What follows belongs to an exercise in optimizing a design on an open flow for small area, a short achievable clock period and few clock cycles per item; a production flow would make more cautious choices.
At most, simulation tests tie the RTL to the original design; equivalence was not proved.
No activity file was given, so power comes from the tool's default toggle rates.

==> flow/design.v (excerpt) <==
module div_unit
(
    input  logic        clk,
    input  logic        rst,
    input  logic        issue,           
    input  logic [2:0]  funct3,          
    input  logic [6:0]  opcode,
    input  logic [4:0]  rd,
    input  logic [5:0]  pd,
    input  logic [2:0]  rob_idx,
    input  logic [31:0] pc,
    input  logic [31:0] ps1_value,
    input  logic [31:0] ps2_value,
    output logic        ready,           
    input  logic        cdb_dequeue,     
    output logic        res_valid,
    output logic [4:0]  res_rd,
    output logic [5:0]  res_pd,
    output logic [2:0]  res_rob_idx,
    output logic [31:0] res_value,
    output logic [31:0] res_rs1_value,
    output logic [31:0] res_rs2_value,
    output logic [31:0] res_pc,
    output logic [31:0] res_pc_next,
    output logic [6:0]  res_opcode
);
export LEC_CHECK = 0
export ABC_AREA = 0
export CAP_MARGIN = 20
export CORE_MARGIN = 2
export CORE_UTILIZATION = 40
export PLACE_DENSITY = 0.6
export SETUP_SLACK_MARGIN = 1.0
export SLEW_MARGIN = 20
create_clock -name core_clock -period 5.5 [get_ports {clk}]
standard.sh (not shown) runs the stock make flow with config.mk's settings and CLKGATE_MAP_FILE= SYNTH_SCRIPT=/design/flow/synth_recipe.tcl, a recipe that flattens the netlist after the stock synthesis.
==> flow/flow/run.sh <==
#!/bin/bash
export BUFFER_PORTS_ARGS="-buffer_cell sky130_fd_sc_hd__buf_1"
bash standard.sh > standard.log 2>&1
Change:
--- a/flow/config.mk
+++ b/flow/config.mk
@@ -6,9 +6,9 @@
 export NUM_CORES = 4
 export LEC_CHECK = 0
-export ABC_AREA = 0
+export ABC_AREA = 1
 export CAP_MARGIN = 20
 export CORE_MARGIN = 2
 export CORE_UTILIZATION = 40
 export PLACE_DENSITY = 0.6
-export SETUP_SLACK_MARGIN = 1.0
+export SETUP_SLACK_MARGIN = 2.0
 export SLEW_MARGIN = 20
Worst setup slack degrades by 0.11 ns.
Clock power rises by about 4%.
Combinational power stays flat.
Hold slack degrades by 0.016 ns.
No functional check of the RTL was part of any run of this note.

* * *

Setup of lane 1:
div_unit, a different RTL version from the one above (not shown whole).
Size: about 2,500 cells after synthesis.
export LEC_CHECK = 0
export ABC_AREA = 1
export CAP_MARGIN = 20
export CORE_MARGIN = 2
export CORE_UTILIZATION = 60
export PLACE_DENSITY = 0.75
export SETUP_SLACK_MARGIN = 1.0
export SLEW_MARGIN = 20
create_clock -name core_clock -period 5.5 [get_ports {clk}]
Scripts as last shown in full above: flow/flow/run.sh
Lane 1 completed every stage of the flow, and the final layout passed the timing, DRC and antenna checks.
Testbench counts of lane 1, summed over its fixed seeds: cycles 17,896, ops 3,200.
The inputs of lane 2 differ from those of lane 1 as listed below.
# lane 1
export LEC_CHECK = 0
export ABC_AREA = 1
export CAP_MARGIN = 20
export CORE_MARGIN = 2
export CORE_UTILIZATION = 60
export PLACE_DENSITY = 0.75
export SETUP_SLACK_MARGIN = 1.0
export SLEW_MARGIN = 20
create_clock -name core_clock -period 5.5 [get_ports {clk}]
# lane 2
export LEC_CHECK = 0
export ABC_AREA = 1
export CAP_MARGIN = 20
export CORE_MARGIN = 2
export CORE_UTILIZATION = 40
export PLACE_DENSITY = 0.6
export SETUP_SLACK_MARGIN = 1.2
export SLEW_MARGIN = 20
create_clock -name core_clock -period 5.5 [get_ports {clk}]
==> summary.txt <==
Number of instances in the placed design ended up 234 higher on lane 2 than on lane 1. Higher non-clock buffer contribution to total cell area was reported by lane 2, not lane 1. In the metrics for lane 2 and lane 1, the one carrying the lower actual slew at the worst max-slew pin is lane 1.
> inputs changed (lane 2 -> lane 3)
# lane 2
export LEC_CHECK = 0
export ABC_AREA = 1
export CAP_MARGIN = 20
export CORE_MARGIN = 2
export CORE_UTILIZATION = 40
export PLACE_DENSITY = 0.6
export SETUP_SLACK_MARGIN = 1.2
export SLEW_MARGIN = 20
create_clock -name core_clock -period 5.5 [get_ports {clk}]
# lane 3
export LEC_CHECK = 0
export ABC_AREA = 1
export CAP_MARGIN = 20
export CORE_MARGIN = 2
export CORE_UTILIZATION = 40
export PLACE_DENSITY = 0.6
export SETUP_SLACK_MARGIN = 0.3
export SLEW_MARGIN = 20
create_clock -name core_clock -period 5.5 [get_ports {clk}]
## What came out
Lane 2 | status: complete | timing, DRC, antenna: pass. Looking at the reports, lane 3 completed the entire flow and the layout it produced met the timing, DRC and antenna checks. Power: lane 3 draws less than lane 2. Lane 3 vs lane 2: non-clock buffer count down by more than 10%. Area growth from synthesis to layout: higher on lane 2. Antenna diode count delta for lane 3 relative to lane 2: 1 lower. Going from lane 2 to lane 3, via count of the first global-routing pass shrank by a few percent. For the post-layout minimum cycle time, lane 3 came in 0.67 ns higher than lane 2 did. Per the comparison of lane 3 with lane 2, share of the clock period used by the worst path +12 points; total leakage power decreased by about 8% relative to the old numbers; maximum fanout along the worst path now larger; layout sequential cell count now sits at about the same level.
### lane 3 -> lane 4
# lane 3
export LEC_CHECK = 0
export ABC_AREA = 1
export CAP_MARGIN = 20
export CORE_MARGIN = 2
export CORE_UTILIZATION = 40
export PLACE_DENSITY = 0.6
export SETUP_SLACK_MARGIN = 0.3
export SLEW_MARGIN = 20
create_clock -name core_clock -period 5.5 [get_ports {clk}]
# lane 4
export LEC_CHECK = 0
export ABC_AREA = 1
export CAP_MARGIN = 20
export CORE_MARGIN = 2
export CORE_UTILIZATION = 40
export CTS_BUF_LIST = sky130_fd_sc_hd__clkbuf_4 sky130_fd_sc_hd__clkbuf_8
export PLACE_DENSITY = 0.6
export SETUP_SLACK_MARGIN = 1.0
export SLEW_MARGIN = 20
create_clock -name core_clock -period 5.5 [get_ports {clk}]
[summary]
Routed wire in lane 4 totals more than in lane 3.
Comparing lane 3 and lane 4, the higher critical path buffer and inverter count is on lane 3.
Looking at power attributed to combinational cells across lane 3 and lane 4, the one that comes out lower is lane 3.
Compared lane 4 against lane 3; worst hold slack within noise.
Relative to lane 3, the final cell area reported for lane 4 is higher.
Of lane 3 and lane 4, lane 3 shows the lower number of clock-tree buffers in the layout, with lane 4 above it.
Diff lane 3 and lane 4: core utilization higher in lane 4
Compared with lane 3, lane 4 has extra setup slack.
The met1 track utilization from global routing of lane 3 and that of lane 4 are within noise of each other.
Inputs modified between lane 4 and lane 5:
# lane 4
export LEC_CHECK = 0
export ABC_AREA = 1
export CAP_MARGIN = 20
export CORE_MARGIN = 2
export CORE_UTILIZATION = 40
export CTS_BUF_LIST = sky130_fd_sc_hd__clkbuf_4 sky130_fd_sc_hd__clkbuf_8
export PLACE_DENSITY = 0.6
export SETUP_SLACK_MARGIN = 1.0
export SLEW_MARGIN = 20
create_clock -name core_clock -period 5.5 [get_ports {clk}]
# lane 5
export LEC_CHECK = 0
export ABC_AREA = 1
export CAP_MARGIN = 20
export CORE_MARGIN = 2
export CORE_UTILIZATION = 50
export GPL_ROUTABILITY_DRIVEN = 0
export PLACE_DENSITY = 0.65
export SETUP_SLACK_MARGIN = 1.0
export SLEW_MARGIN = 20
create_clock -name core_clock -period 5.5 [get_ports {clk}]
- Lane 4 has lower met3 global-route usage than lane 5.
- Lane 5 vs lane 4: total power down in lane 5
- [compare] base=lane 4 new=lane 5: width of the die now sits lower; TritonCTS sink count roughly the same.
- Changes observed in lane 5 relative to lane 4: post-detailed-placement half-perimeter wirelength has decreased, total power divided by cell area increased about 1.3%, clock latency reported for the late side of the worst-skew pair saw a decrease.
- Compared with lane 4, in lane 5 floorplan die area has decreased, first-pass GRT wire length went down about 4.7%, period utilization went down, inverter count of the layout excluding clock inverters rose 1.2%.

==> static timing again, ports no longer ideal <==
How much do the figures lean on ideal ports? The routed layouts below were timed once more, with nothing changed but the port constraints. Step 1: set_driving_cell puts a clkbuf_16 on clk and a buf_2 on each other input, an assumption about the parent block. Step 2, shift: input delay + t, output delay - t, t = (earliest + latest rising clock arrival at the registers) / 2. This alone moves slack from input paths to output paths. a / b / c = no drivers / after step 1 / after step 2; a / b = the first two.
run	t (ns)	slack for setup (ns)	latest minus earliest clock arrival (ns)
the first run of note 1	0.614	0.812 / 0.812 / 0.812	0.033 / 0.032
the second run of note 1	0.597	0.698 / 0.640 / 0.780	0.017 / 0.017
lane 1	0.591	1.080 / 1.025 / 0.821	0.020 / 0.019
lane 2	0.607	1.273 / 1.217 / 0.953	0.039 / 0.039
lane 3	0.600	0.600 / 0.574 / 0.456	0.036 / 0.036
lane 4	0.652	1.096 / 1.048 / 0.754	0.057 / 0.056
lane 5	0.597	1.112 / 1.086 / 0.787	0.044 / 0.044
After both steps every run listed still meets setup and hold. For lane 4, which loses most, drivers alone change the setup slack by -0.048 ns; drivers and shift together by -0.342 ns.
